Context: an optimization exercise on an open-source flow, tuned for small area, a short achievable clock period and few clock cycles per item. The choices shown serve that exercise and are no tape-out recipe.
Power is estimated from default activity; no workload was simulated.

== job 191 ==
==> flow/design.v <==
module alu(
	output reg[15:0] data_out,
	output reg       valid_out,
	output reg       cmd_out,
	input [15:0]     data_in,
	input            valid_in,
	input            cmd_in,
	output reg       amm_read,
	output reg[7:0]  amm_address,
	input [7:0]      amm_readdata,
	input            amm_waitrequest,
	input [1:0]      amm_response,
	input clk,
	input rst_n
	);
	localparam D = 62;               
	reg        busy;                 
	reg        rx;                   
	reg        last;                 
	reg [5:0]  rem;                  
	reg        idx0, idx1;           
	reg [3:0]  op;
	reg        ee;                   
	reg        err;                  
	reg        b_v;                  
	reg        b_mem;                
	reg        b_iss;                
	reg        b_i1;                 
	reg [7:0]  b_val;
	reg [7:0]  stk [0:D-1];
	reg [5:0]  cnt;
	reg        pop;                  
	reg        infl_i1;              
	reg        rd_v;                 
	reg        rd_i1;
	reg [7:0]  rd_q;
	reg [11:0] acc;
	reg [7:0]  s1;
	wire hdr_in  = !busy && !(valid_out && cmd_out) && valid_in && cmd_in;
	wire beat_in = busy && rx && valid_in;
	wire [3:0] h_op = data_in[11:8];
	wire [5:0] h_n  = data_in[5:0];
	wire h_ee = (h_n == 6'd0) || (h_op >= 4'd10) ||
	            (h_op[3:2] == 2'b01 && h_n != 6'd1) ||
	            (h_op[3:1] == 3'b100 && h_n != 6'd2);
	wire done_rd  = amm_read && !amm_waitrequest;
	wire rsp_err  = done_rd && (amm_response != 2'b00);
	wire err_n    = err || rsp_err;
	wire push     = b_mem && !b_iss && !err;
	wire head_ok  = (cnt != 6'd0) && !pop;
	wire new_mem  = beat_in && data_in[8] && !ee;
	wire port_free = !amm_read || !amm_waitrequest;
	wire can_iss   = busy && port_free && !err_n;
	wire src_b     = push;
	wire src_e     = !push && head_ok;
	wire src_d     = !push && !head_ok && new_mem;
	wire issue     = can_iss && (src_b || src_e || src_d);
	wire waiting   = push || head_ok || new_mem;
	wire reads_done = err_n || (!(amm_read && amm_waitrequest) && !waiting);
	wire beats_done = !rx || (last && valid_in);
	wire respond    = busy && beats_done && reads_done;
	wire [7:0] vb  = b_v  ? b_val : 8'h00;
	wire [7:0] vr  = rd_v ? rd_q  : 8'h00;
	wire [7:0] vb0 = (b_v  && !b_i1)  ? b_val : 8'h00;
	wire [7:0] vr0 = (rd_v && !rd_i1) ? rd_q  : 8'h00;
	wire [7:0] vb1 = (b_v  && b_i1)   ? b_val : 8'h00;
	wire [7:0] vr1 = (rd_v && rd_i1)  ? rd_q  : 8'h00;
	wire [7:0] ab  = b_v  ? b_val : 8'hff;
	wire [7:0] ar  = rd_v ? rd_q  : 8'hff;
	reg [11:0] acc_n;
	always @(*) begin
		case (op)
			4'd0:    acc_n = acc + {4'h0, vb} + {4'h0, vr};
			4'd1:    acc_n = {4'h0, acc[7:0] & ab & ar};
			4'd3:    acc_n = {4'h0, acc[7:0] ^ vb ^ vr};
			4'd2:    acc_n = {4'h0, acc[7:0] | vb | vr};
			default: acc_n = {4'h0, acc[7:0] | vb0 | vr0};
		endcase
	end
	wire [7:0] s1_n = s1 | vb1 | vr1;
	wire [7:0] a0 = acc_n[7:0];
	wire [7:0] u0 = b_v ? b_val : rd_q;    
	reg [11:0] res;
	always @(*) begin
		case (op)
			4'd4:    res = {4'h0, ~u0};
			4'd5:    res = {4'h0, u0} + 12'd1;
			4'd6:    res = {4'h0, u0} - 12'd1;
			4'd7:    res = {4'h0, 8'd0 - u0};
			4'd8:    res = {4'h0, a0 >> s1_n};
			4'd9:    res = {4'h0, a0 << s1_n};
			default: res = acc_n;
		endcase
	end
	integer k;
	always @(posedge clk) begin
		if (push) begin
			stk[0] <= b_val;
			if (!pop)
				for (k = 1; k < D; k = k + 1) stk[k] <= stk[k-1];
		end
		else if (pop) begin
			for (k = 0; k < D-1; k = k + 1) stk[k] <= stk[k+1];
		end
		b_val <= data_in[7:0];
		b_i1  <= idx1;
		rd_q  <= amm_readdata;
		rd_i1 <= infl_i1;
		data_out <= (valid_out && cmd_out) ? (err ? 16'h0bad : {4'h0, res})
		                                   : {11'h0, err_n, op};
		if (!(amm_read && amm_waitrequest)) begin
			amm_address <= src_b ? b_val : (src_e ? stk[0] : data_in[7:0]);
			infl_i1     <= src_b ? b_i1 : (src_e ? 1'b1 : idx1);
		end
		if (!rst_n) begin
			busy      <= 1'b0;
			rx        <= 1'b0;
			last      <= 1'b0;
			rem       <= 6'd0;
			idx0      <= 1'b0;
			idx1      <= 1'b0;
			op        <= 4'd0;
			ee        <= 1'b0;
			err       <= 1'b0;
			b_v       <= 1'b0;
			b_mem     <= 1'b0;
			b_iss     <= 1'b0;
			cnt       <= 6'd0;
			pop       <= 1'b0;
			rd_v      <= 1'b0;
			acc       <= 12'd0;
			s1        <= 8'd0;
			amm_read  <= 1'b0;
			valid_out <= 1'b0;
			cmd_out   <= 1'b0;
		end
		else begin
			if (hdr_in) begin
				busy <= 1'b1;
				rx   <= (h_n != 6'd0);
				last <= (h_n == 6'd1);
				rem  <= h_n;
				idx0 <= 1'b1;
				idx1 <= 1'b0;
				op   <= h_op;
				ee   <= h_ee;
				err  <= h_ee;
				acc  <= (h_op == 4'd1) ? 12'h0ff : 12'h000;
				s1   <= 8'd0;
			end
			else begin
				acc <= acc_n;
				s1  <= s1_n;
				err <= err_n;
			end
			if (beat_in) begin
				rem  <= rem - 6'd1;
				last <= (rem == 6'd2);
				rx   <= !last;
				idx0 <= 1'b0;
				idx1 <= idx0;
			end
			b_v   <= beat_in && !(data_in[8] && !ee);
			b_mem <= new_mem;
			b_iss <= issue && src_d;
			cnt <= err ? 6'd0 : cnt + {5'd0, push} - {5'd0, pop};
			pop <= issue && !src_d;
			amm_read <= (amm_read && amm_waitrequest) || issue;
			rd_v     <= done_rd;
			if (respond) busy <= 1'b0;
			valid_out <= respond || (valid_out && cmd_out);
			cmd_out   <= respond;
		end
	end
endmodule
make LEC_CHECK=0 ABC_CLOCK_PERIOD_IN_PS=1800 CAP_MARGIN=20 CORE_MARGIN=2 CORE_UTILIZATION=40 SETUP_SLACK_MARGIN=3.0 SLEW_MARGIN=20 finish   # period 5.0 ns
run.sh (not shown) runs the stock make flow with config.mk's settings and CLKGATE_MAP_FILE= SYNTH_SCRIPT=/design/flow/synth_recipe.tcl, a recipe that flattens the netlist after the stock synthesis.
Inputs modified between job 191 and job 9989:
diff --git a/flow/design.v b/flow/design.v
--- a/flow/design.v
+++ b/flow/design.v
@@ -67,10 +67,33 @@
 	wire [7:0] vr1 = (rd_v && rd_i1)  ? rd_q  : 8'h00;
 	wire [7:0] ab  = b_v  ? b_val : 8'hff;
 	wire [7:0] ar  = rd_v ? rd_q  : 8'hff;
+	function [11:0] ks_add;
+		input [11:0] x, y;
+		reg [11:0] g, p, gn, pn;
+		integer i, d;
+		begin
+			g = x & y;
+			p = x ^ y;
+			for (d = 1; d < 12; d = d * 2) begin
+				gn = g;
+				pn = p;
+				for (i = d; i < 12; i = i + 1) begin
+					gn[i] = g[i] | (p[i] & g[i-d]);
+					pn[i] = p[i] & p[i-d];
+				end
+				g = gn;
+				p = pn;
+			end
+			ks_add = x ^ y ^ {g[10:0], 1'b0};
+		end
+	endfunction
+	wire [11:0] cs_s = acc ^ {4'h0, vb ^ vr};
+	wire [11:0] cs_c = {acc[10:0] & {3'h0, vb | vr} | {3'h0, vb & vr}, 1'b0};
+	wire [11:0] sum  = ks_add(cs_s, cs_c);
 	reg [11:0] acc_n;
 	always @(*) begin
 		case (op)
-			4'd0:    acc_n = acc + {4'h0, vb} + {4'h0, vr};
+			4'd0:    acc_n = sum;
 			4'd1:    acc_n = {4'h0, acc[7:0] & ab & ar};
 			4'd3:    acc_n = {4'h0, acc[7:0] ^ vb ^ vr};
 			4'd2:    acc_n = {4'h0, acc[7:0] | vb | vr};
@@ -80,13 +103,26 @@
 	wire [7:0] s1_n = s1 | vb1 | vr1;
 	wire [7:0] a0 = acc_n[7:0];
 	wire [7:0] u0 = b_v ? b_val : rd_q;    
+	reg  [7:0] u_all1, u_any1;             
+	integer j;
+	always @(*) begin
+		u_all1[0] = 1'b1;
+		u_any1[0] = 1'b0;
+		for (j = 1; j < 8; j = j + 1) begin
+			u_all1[j] = u_all1[j-1] & u0[j-1];
+			u_any1[j] = u_any1[j-1] | u0[j-1];
+		end
+	end
+	wire [11:0] u_inc = {3'h0, u_all1[7] & u0[7], u0 ^ u_all1};
+	wire [11:0] u_dec = {{4{!(u_any1[7] | u0[7])}}, u0 ^ ~u_any1};
+	wire [7:0]  u_neg = u0 ^ u_any1;
 	reg [11:0] res;
 	always @(*) begin
 		case (op)
 			4'd4:    res = {4'h0, ~u0};
-			4'd5:    res = {4'h0, u0} + 12'd1;
-			4'd6:    res = {4'h0, u0} - 12'd1;
-			4'd7:    res = {4'h0, 8'd0 - u0};
+			4'd5:    res = u_inc;
+			4'd6:    res = u_dec;
+			4'd7:    res = {4'h0, u_neg};
 			4'd8:    res = {4'h0, a0 >> s1_n};
 			4'd9:    res = {4'h0, a0 << s1_n};
 			default: res = acc_n;
==> comparison <==
| final critical-path required period | job 9989 vs job 191 | better |. Placed wire-length estimate after detailed placement of job 9989 exceeds that of job 191 by more than 10%. Job 9989 contains more vias than job 191. Setup slack after placement up 0.26 ns in job 9989 wrt job 191. The total power was comparable across job 191 and job 9989. Going from job 191 to job 9989, the share of cell area taken by flip-flops and latches was found to have gone down by 0.30 points. Compared with job 191, job 9989 shows a met2 demand-to-capacity share in global routing that is 0.17 points higher. Job 9989 has average instance area after synthesis below what job 191 had. Summary of job 9989 over job 191: routed wire length increased by 6.5 mm relative to the old numbers; final clock period utilization by the worst path decreased by 1.4 points relative to the old numbers. Across both runs, gate count after technology mapping was higher for job 9989 than for job 191. The higher setup slack came out of job 9989. Sequential fraction of design power, job 191 and job 9989: smaller value in job 191.
No run of this note included a check of the RTL's function; only the layout flow was run.

Setup of pine:
alu, a different RTL version from the one above (not shown whole).
Size: ~610 flip-flops, about 24,000 µm² of cells after synthesis.
==> module alu, before the edit <==
module alu(
	output reg[15:0] data_out,
	output reg       valid_out,
	output reg       cmd_out,
	input [15:0]     data_in,
	input            valid_in,
	input            cmd_in,
	output reg       amm_read,
	output reg[7:0]  amm_address,
	input [7:0]      amm_readdata,
	input            amm_waitrequest,
	input [1:0]      amm_response,
	input clk,
	input rst_n
	);
	localparam D = 62;               
	reg        busy;                 
	reg        rx;                   
	reg        last;                 
	reg [5:0]  rem;                  
	reg        idx0, idx1;           
	reg [3:0]  op;
	reg        ee;                   
	reg        err;                  
	reg        dly;                  
	reg        b_mem;                
	reg        b_iss;                
	reg        b_i1;                 
	reg [7:0]  b_val;
	reg [7:0]  stk [0:D-1];
	reg        pol;                  
	reg [5:0]  cnt;
	reg        pop;                  
	reg        infl_i1;              
	reg [7:0]  v0r, v1r;             
	reg [7:0]  vbg, vrg;             
	reg [11:0] ures;                 
	reg [11:0] acc;
	wire hdr_in  = idle && valid_in && cmd_in;
	wire beat_in = busy && rx && valid_in;
	wire idle    = !busy && !dly && !(valid_out && cmd_out);
	wire imm_now = beat_in && !(data_in[8] && !ee);    
	wire [3:0] h_op = data_in[11:8];
	wire [5:0] h_n  = data_in[5:0];
	wire h_ee = (h_n == 6'd0) || (h_op >= 4'd10) ||
	            (h_op[3:2] == 2'b01 && h_n != 6'd1) ||
	            (h_op[3:1] == 3'b100 && h_n != 6'd2);
	wire done_rd  = amm_read && !amm_waitrequest;
	wire rsp_err  = done_rd && (amm_response != 2'b00);
	wire err_n    = err || rsp_err;
	wire push     = b_mem && !b_iss && !err;
	wire head_ok  = (cnt != 6'd0) && !pop;
	wire s_up     = pop && !push;    
	wire s_dn     = push && !pop;    
	wire s_hd     = push == pop;     
	wire s_hd0    = !push && !pop;
	wire new_mem  = beat_in && data_in[8] && !ee;
	wire port_free = !amm_read || !amm_waitrequest;
	wire can_iss   = busy && port_free && !err_n;
	wire src_b     = push;
	wire src_e     = !push && head_ok;
	wire src_d     = !push && !head_ok && new_mem;
	wire issue     = can_iss && (src_b || src_e || src_d);
	wire waiting   = push || head_ok || new_mem;
	wire reads_done = err_n || (!(amm_read && amm_waitrequest) && !waiting);
	wire beats_done = !rx || (last && valid_in);
	wire respond    = busy && beats_done && reads_done;
	wire hdr_go     = (respond && o_log) || dly;
	wire o_and = (op == 4'd1);
	wire o_or  = (op == 4'd2);
	wire o_xor = (op == 4'd3);
	wire o_log = o_and || o_or || o_xor;
	wire o_not = (op == 4'd4);
	wire o_inc = (op == 4'd5);
	wire o_dec = (op == 4'd6);
	wire o_neg = (op == 4'd7);
	wire o_shr = (op == 4'd8);
	wire o_shl = (op == 4'd9);
	wire [11:0] sum   = acc + {4'h0, vbg} + {4'h0, vrg};
	wire [7:0]  a_or  = acc[7:0] | vbg | vrg;
	wire [7:0]  a_xor = acc[7:0] ^ vbg ^ vrg;
	wire [7:0]  a_log = o_xor ? a_xor : a_or;
	wire [11:0] acc_n = o_log ? {4'h0, a_log} : sum;
	wire [7:0] x0 = v0r;
	wire [7:0] x1 = v1r;
	reg  [7:0] x_all1, x_any1;             
	integer j;
	always @(*) begin
		x_all1[0] = 1'b1;
		x_any1[0] = 1'b0;
		for (j = 1; j < 8; j = j + 1) begin
			x_all1[j] = x_all1[j-1] & x0[j-1];
			x_any1[j] = x_any1[j-1] | x0[j-1];
		end
	end
	wire [11:0] x_inc = {3'h0, x_all1[7] & x0[7], x0 ^ x_all1};
	wire [11:0] x_dec = {{4{!(x_any1[7] | x0[7])}}, x0 ^ ~x_any1};
	wire [7:0]  x_neg = x0 ^ x_any1;
	wire [7:0]  x_shr = x0 >> x1;
	wire [7:0]  x_shl = x0 << x1;
	wire [11:0] ures_n = {4'h0, ({8{o_not}} & ~x0) | ({8{o_neg}} & x_neg) |
	                            ({8{o_shr}} & x_shr) | ({8{o_shl}} & x_shl)} |
	                     ({12{o_inc}} & x_inc) | ({12{o_dec}} & x_dec);
	wire [11:0] res = o_log ? {4'h0, a_log ^ {8{o_and}}} : (op[3] || op[2]) ? ures : acc;
	integer k;
	always @(posedge clk) begin
		stk[0] <= ~(({8{s_up}} & stk[1]) | ({8{push}} & (b_val ^ {8{pol}})) |
		            ({8{s_hd0}} & stk[0]));
		for (k = 1; k < D-1; k = k + 1)
			stk[k] <= ~(({8{s_up}} & stk[k+1]) | ({8{s_dn}} & stk[k-1]) |
			            ({8{s_hd}} & stk[k]));
		stk[D-1] <= ~(({8{s_dn}} & stk[D-2]) | ({8{s_hd}} & stk[D-1]));
		b_val <= data_in[7:0];
		b_i1  <= idx1;
		v0r   <= (imm_now && idx0) ? data_in[7:0] : (done_rd && !infl_i1) ? amm_readdata : v0r;
		v1r   <= (imm_now && idx1) ? data_in[7:0] : (done_rd &&  infl_i1) ? amm_readdata : v1r;
		vbg   <= imm_now ? data_in[7:0] ^ {8{o_and}} : 8'h00;
		vrg   <= done_rd ? amm_readdata ^ {8{o_and}} : 8'h00;
		ures  <= ures_n;
		data_out <= (valid_out && cmd_out) ? (err ? 16'h0bad : {4'h0, res})
		                                   : {11'h0, err_n, op};
		if (!(amm_read && amm_waitrequest)) begin
			amm_address <= src_b ? b_val : (src_e ? (stk[0] ^ {8{pol}}) : data_in[7:0]);
			infl_i1     <= src_b ? b_i1 : (src_e ? 1'b1 : idx1);
		end
		if (!rst_n) begin
			busy      <= 1'b0;
			rx        <= 1'b0;
			last      <= 1'b0;
			rem       <= 6'd0;
			idx0      <= 1'b0;
			idx1      <= 1'b0;
			op        <= 4'd0;
			ee        <= 1'b0;
			err       <= 1'b0;
			b_mem     <= 1'b0;
			b_iss     <= 1'b0;
			cnt       <= 6'd0;
			pop       <= 1'b0;
			pol       <= 1'b0;
			acc       <= 12'd0;
			amm_read  <= 1'b0;
			valid_out <= 1'b0;
			cmd_out   <= 1'b0;
			dly       <= 1'b0;
		end
		else begin
			if (hdr_in) begin
				busy <= 1'b1;
				rx   <= (h_n != 6'd0);
				last <= (h_n == 6'd1);
				rem  <= h_n;
				idx0 <= 1'b1;
				idx1 <= 1'b0;
				op   <= h_op;
				ee   <= h_ee;
				err  <= h_ee;
			end
			else
				err <= err_n;
			acc <= idle ? 12'h000 : acc_n;
			if (beat_in) begin
				rem  <= rem - 6'd1;
				last <= (rem == 6'd2);
				rx   <= !last;
				idx0 <= 1'b0;
				idx1 <= idx0;
			end
			b_mem <= new_mem;
			b_iss <= issue && src_d;
			cnt <= err ? 6'd0 : cnt + {5'd0, push} - {5'd0, pop};
			pop <= issue && !src_d;
			pol <= !pol;
			amm_read <= (amm_read && amm_waitrequest) || issue;
			if (respond) busy <= 1'b0;
			dly       <= respond && !o_log;
			valid_out <= hdr_go || (valid_out && cmd_out);
			cmd_out   <= hdr_go;
		end
	end
endmodule
clock: 5.0 ns
lec_check: 0
abc_clock_period_in_ps: 1800
cap_margin: 20
core_margin: 2
core_utilization: 40
cts_cluster_diameter: 60
cts_cluster_size: 24
setup_slack_margin: 3.0
slew_margin: 20
standard.sh (not shown) runs the stock make flow with config.mk's settings and CLKGATE_MAP_FILE= SYNTH_SCRIPT=/design/flow/synth_recipe.tcl, a recipe that flattens the netlist after the stock synthesis.
==> flow/flow/run.sh <==
#!/bin/bash
# The standard layout (standard.sh), with synthesis changed in two ways:
# adders are left to ABC as plain logic (no full/half-adder cells, ADDER_MAP_FILE
# empty), and ABC maps with its own script (flow/synth.tcl). Registers and their
# names are those of the standard synthesis.
set -euo pipefail
here=$(pwd)

bash standard.sh synth SYNTH_SCRIPT="$here/flow/synth.tcl" ADDER_MAP_FILE= > "$here/synth.log" 2>&1
bash standard.sh finish SYNTH_SCRIPT="$here/flow/synth.tcl" ADDER_MAP_FILE= > "$here/layout.log" 2>&1
test -f "$here/out/final.def"
==> flow/flow/synth.tcl <==
# The standard flow's synthesis script (synth_recipe.tcl), with one change: ABC maps with a
# script that maps with SAT-based area-oriented matching (&nf -a) and pin permutation.
proc synth {args} { yosys synth -nofsm -noshare {*}$args }
proc abc {args} {
  set i [lsearch -exact $args -script]
  if {$i >= 0} {
    set s "+&get -n;&st;&dch;&nf -a -p;&put;buffer -c;topo;stime -c;upsize -c;dnsize -c"
    set args [lreplace $args $i [expr {$i + 1}] -script $s]
  }
  yosys abc {*}$args
}
source $::env(SCRIPTS_DIR)/synth.tcl
# left out here: clear keep_hierarchy, flatten, clean up, hide names made inside functions, write 1_2_yosys.v
The inputs of birch differ from those of pine as listed below.
--- a/flow/design.v
+++ b/flow/design.v
@@ -24,4 +24,5 @@
 	reg        err;                  
 	reg        dly;                  
+	reg        b_v;                  
 	reg        b_mem;                
 	reg        b_iss;                
@@ -33,12 +34,12 @@
 	reg        pop;                  
 	reg        infl_i1;              
+	reg        rd_v;                 
+	reg [7:0]  rd_q;
+	reg        rd_i1;                
 	reg [7:0]  v0r, v1r;             
-	reg [7:0]  vbg, vrg;             
 	reg [11:0] ures;                 
 	reg [11:0] acc;
-	wire hdr_in  = idle && valid_in && cmd_in;
+	wire hdr_in  = !busy && !dly && !(valid_out && cmd_out) && valid_in && cmd_in;
 	wire beat_in = busy && rx && valid_in;
-	wire idle    = !busy && !dly && !(valid_out && cmd_out);
-	wire imm_now = beat_in && !(data_in[8] && !ee);    
 	wire [3:0] h_op = data_in[11:8];
 	wire [5:0] h_n  = data_in[5:0];
@@ -77,11 +78,17 @@
 	wire o_shr = (op == 4'd8);
 	wire o_shl = (op == 4'd9);
-	wire [11:0] sum   = acc + {4'h0, vbg} + {4'h0, vrg};
-	wire [7:0]  a_or  = acc[7:0] | vbg | vrg;
-	wire [7:0]  a_xor = acc[7:0] ^ vbg ^ vrg;
-	wire [7:0]  a_log = o_xor ? a_xor : a_or;
-	wire [11:0] acc_n = o_log ? {4'h0, a_log} : sum;
-	wire [7:0] x0 = v0r;
-	wire [7:0] x1 = v1r;
+	wire [7:0] vb  = b_v  ? b_val : 8'h00;
+	wire [7:0] vr  = rd_v ? rd_q  : 8'h00;
+	wire [7:0] ab  = b_v  ? b_val : 8'hff;
+	wire [7:0] ar  = rd_v ? rd_q  : 8'hff;
+	wire [11:0] sum   = acc + {4'h0, vb} + {4'h0, vr};
+	wire [7:0]  a_and = acc[7:0] & ab & ar;
+	wire [7:0]  a_or  = acc[7:0] | vb | vr;
+	wire [7:0]  a_xor = acc[7:0] ^ vb ^ vr;
+	wire [11:0] acc_n = o_log ? {4'h0, ({8{o_and}} & a_and) | ({8{o_or}} & a_or) |
+	                                  ({8{o_xor}} & a_xor)}
+	                          : sum;
+	wire [7:0] x0 = (b_v && !b_i1) ? b_val : (rd_v && !rd_i1) ? rd_q : v0r;
+	wire [7:0] x1 = (b_v &&  b_i1) ? b_val : (rd_v &&  rd_i1) ? rd_q : v1r;
 	reg  [7:0] x_all1, x_any1;             
 	integer j;
@@ -102,5 +109,5 @@
 	                            ({8{o_shr}} & x_shr) | ({8{o_shl}} & x_shl)} |
 	                     ({12{o_inc}} & x_inc) | ({12{o_dec}} & x_dec);
-	wire [11:0] res = o_log ? {4'h0, a_log ^ {8{o_and}}} : (op[3] || op[2]) ? ures : acc;
+	wire [11:0] res = o_log ? acc_n : (op[3] || op[2]) ? ures : acc;
 	integer k;
 	always @(posedge clk) begin
@@ -113,8 +120,8 @@
 		b_val <= data_in[7:0];
 		b_i1  <= idx1;
-		v0r   <= (imm_now && idx0) ? data_in[7:0] : (done_rd && !infl_i1) ? amm_readdata : v0r;
-		v1r   <= (imm_now && idx1) ? data_in[7:0] : (done_rd &&  infl_i1) ? amm_readdata : v1r;
-		vbg   <= imm_now ? data_in[7:0] ^ {8{o_and}} : 8'h00;
-		vrg   <= done_rd ? amm_readdata ^ {8{o_and}} : 8'h00;
+		rd_q  <= amm_readdata;
+		rd_i1 <= infl_i1;
+		v0r   <= x0;
+		v1r   <= x1;
 		ures  <= ures_n;
 		data_out <= (valid_out && cmd_out) ? (err ? 16'h0bad : {4'h0, res})
@@ -134,4 +141,5 @@
 			ee        <= 1'b0;
 			err       <= 1'b0;
+			b_v       <= 1'b0;
 			b_mem     <= 1'b0;
 			b_iss     <= 1'b0;
@@ -139,4 +147,5 @@
 			pop       <= 1'b0;
 			pol       <= 1'b0;
+			rd_v      <= 1'b0;
 			acc       <= 12'd0;
 			amm_read  <= 1'b0;
@@ -156,8 +165,10 @@
 				ee   <= h_ee;
 				err  <= h_ee;
+				acc  <= (h_op == 4'd1) ? 12'h0ff : 12'h000;
 			end
-			else
+			else begin
+				acc <= acc_n;
 				err <= err_n;
-			acc <= idle ? 12'h000 : acc_n;
+			end
 			if (beat_in) begin
 				rem  <= rem - 6'd1;
@@ -167,4 +178,5 @@
 				idx1 <= idx0;
 			end
+			b_v   <= beat_in && !(data_in[8] && !ee);
 			b_mem <= new_mem;
 			b_iss <= issue && src_d;
@@ -173,4 +185,5 @@
 			pol <= !pol;
 			amm_read <= (amm_read && amm_waitrequest) || issue;
+			rd_v     <= done_rd;
 			if (respond) busy <= 1'b0;
 			dly       <= respond && !o_log;
Results
- pine has a lower global-route usage than birch.
- birch vs pine: mapped cell area down slightly
- Compared to pine, birch has die area 270 µm² lower.
- In birch, the synthesized cell count came out 68 above the value in pine.
- birch ends up with a met2 track utilization from global routing that is 2.6 points higher than in pine.
- The share of total power in combinational logic in birch was higher than what pine gave.
- Summary — adder and majority gate portion of the synthesized area, birch relative to pine: lower, by 0.29 points.
No run of this note included a check of the RTL's function; only the layout flow was run.

==> static timing again, ports no longer ideal <==
The results above use ideal ports. As a check the final layouts listed here were re-extracted and re-timed, cells and wires unchanged. Step 1: set_driving_cell puts a clkbuf_16 on clk and a buf_2 on each other input, an assumption about the parent block. Step 2, shift: input delay + t, output delay - t, t = (earliest + latest rising clock arrival at the registers) / 2. This alone moves slack from input paths to output paths. Slacks: no drivers / after step 1 / after step 2; pairs: no drivers / after step 1.
run | t, ns | slack for setup (ns) | clock arrival spread, ns | worst slew at a driven data input, ns | cell pins on the clock port's net
job 191 | 0.639 | 1.498 / 1.498 / 1.498 | 0.021 / 0.020 | 0.04 | 1
job 9989 | 0.641 | 1.568 / 1.568 / 1.568 | 0.031 / 0.031 | 0.04 | 1
pine | 0.668 | 2.825 / 2.805 / 2.333 | 0.034 / 0.034 | 0.07 | 1
birch | 0.672 | 2.497 / 2.497 / 2.432 | 0.054 / 0.054 | 0.04 | 1
After both steps every run listed still meets setup and hold. The setup slack of pine, which loses most, moves by -0.020 ns with the drivers and by -0.492 ns with both steps.
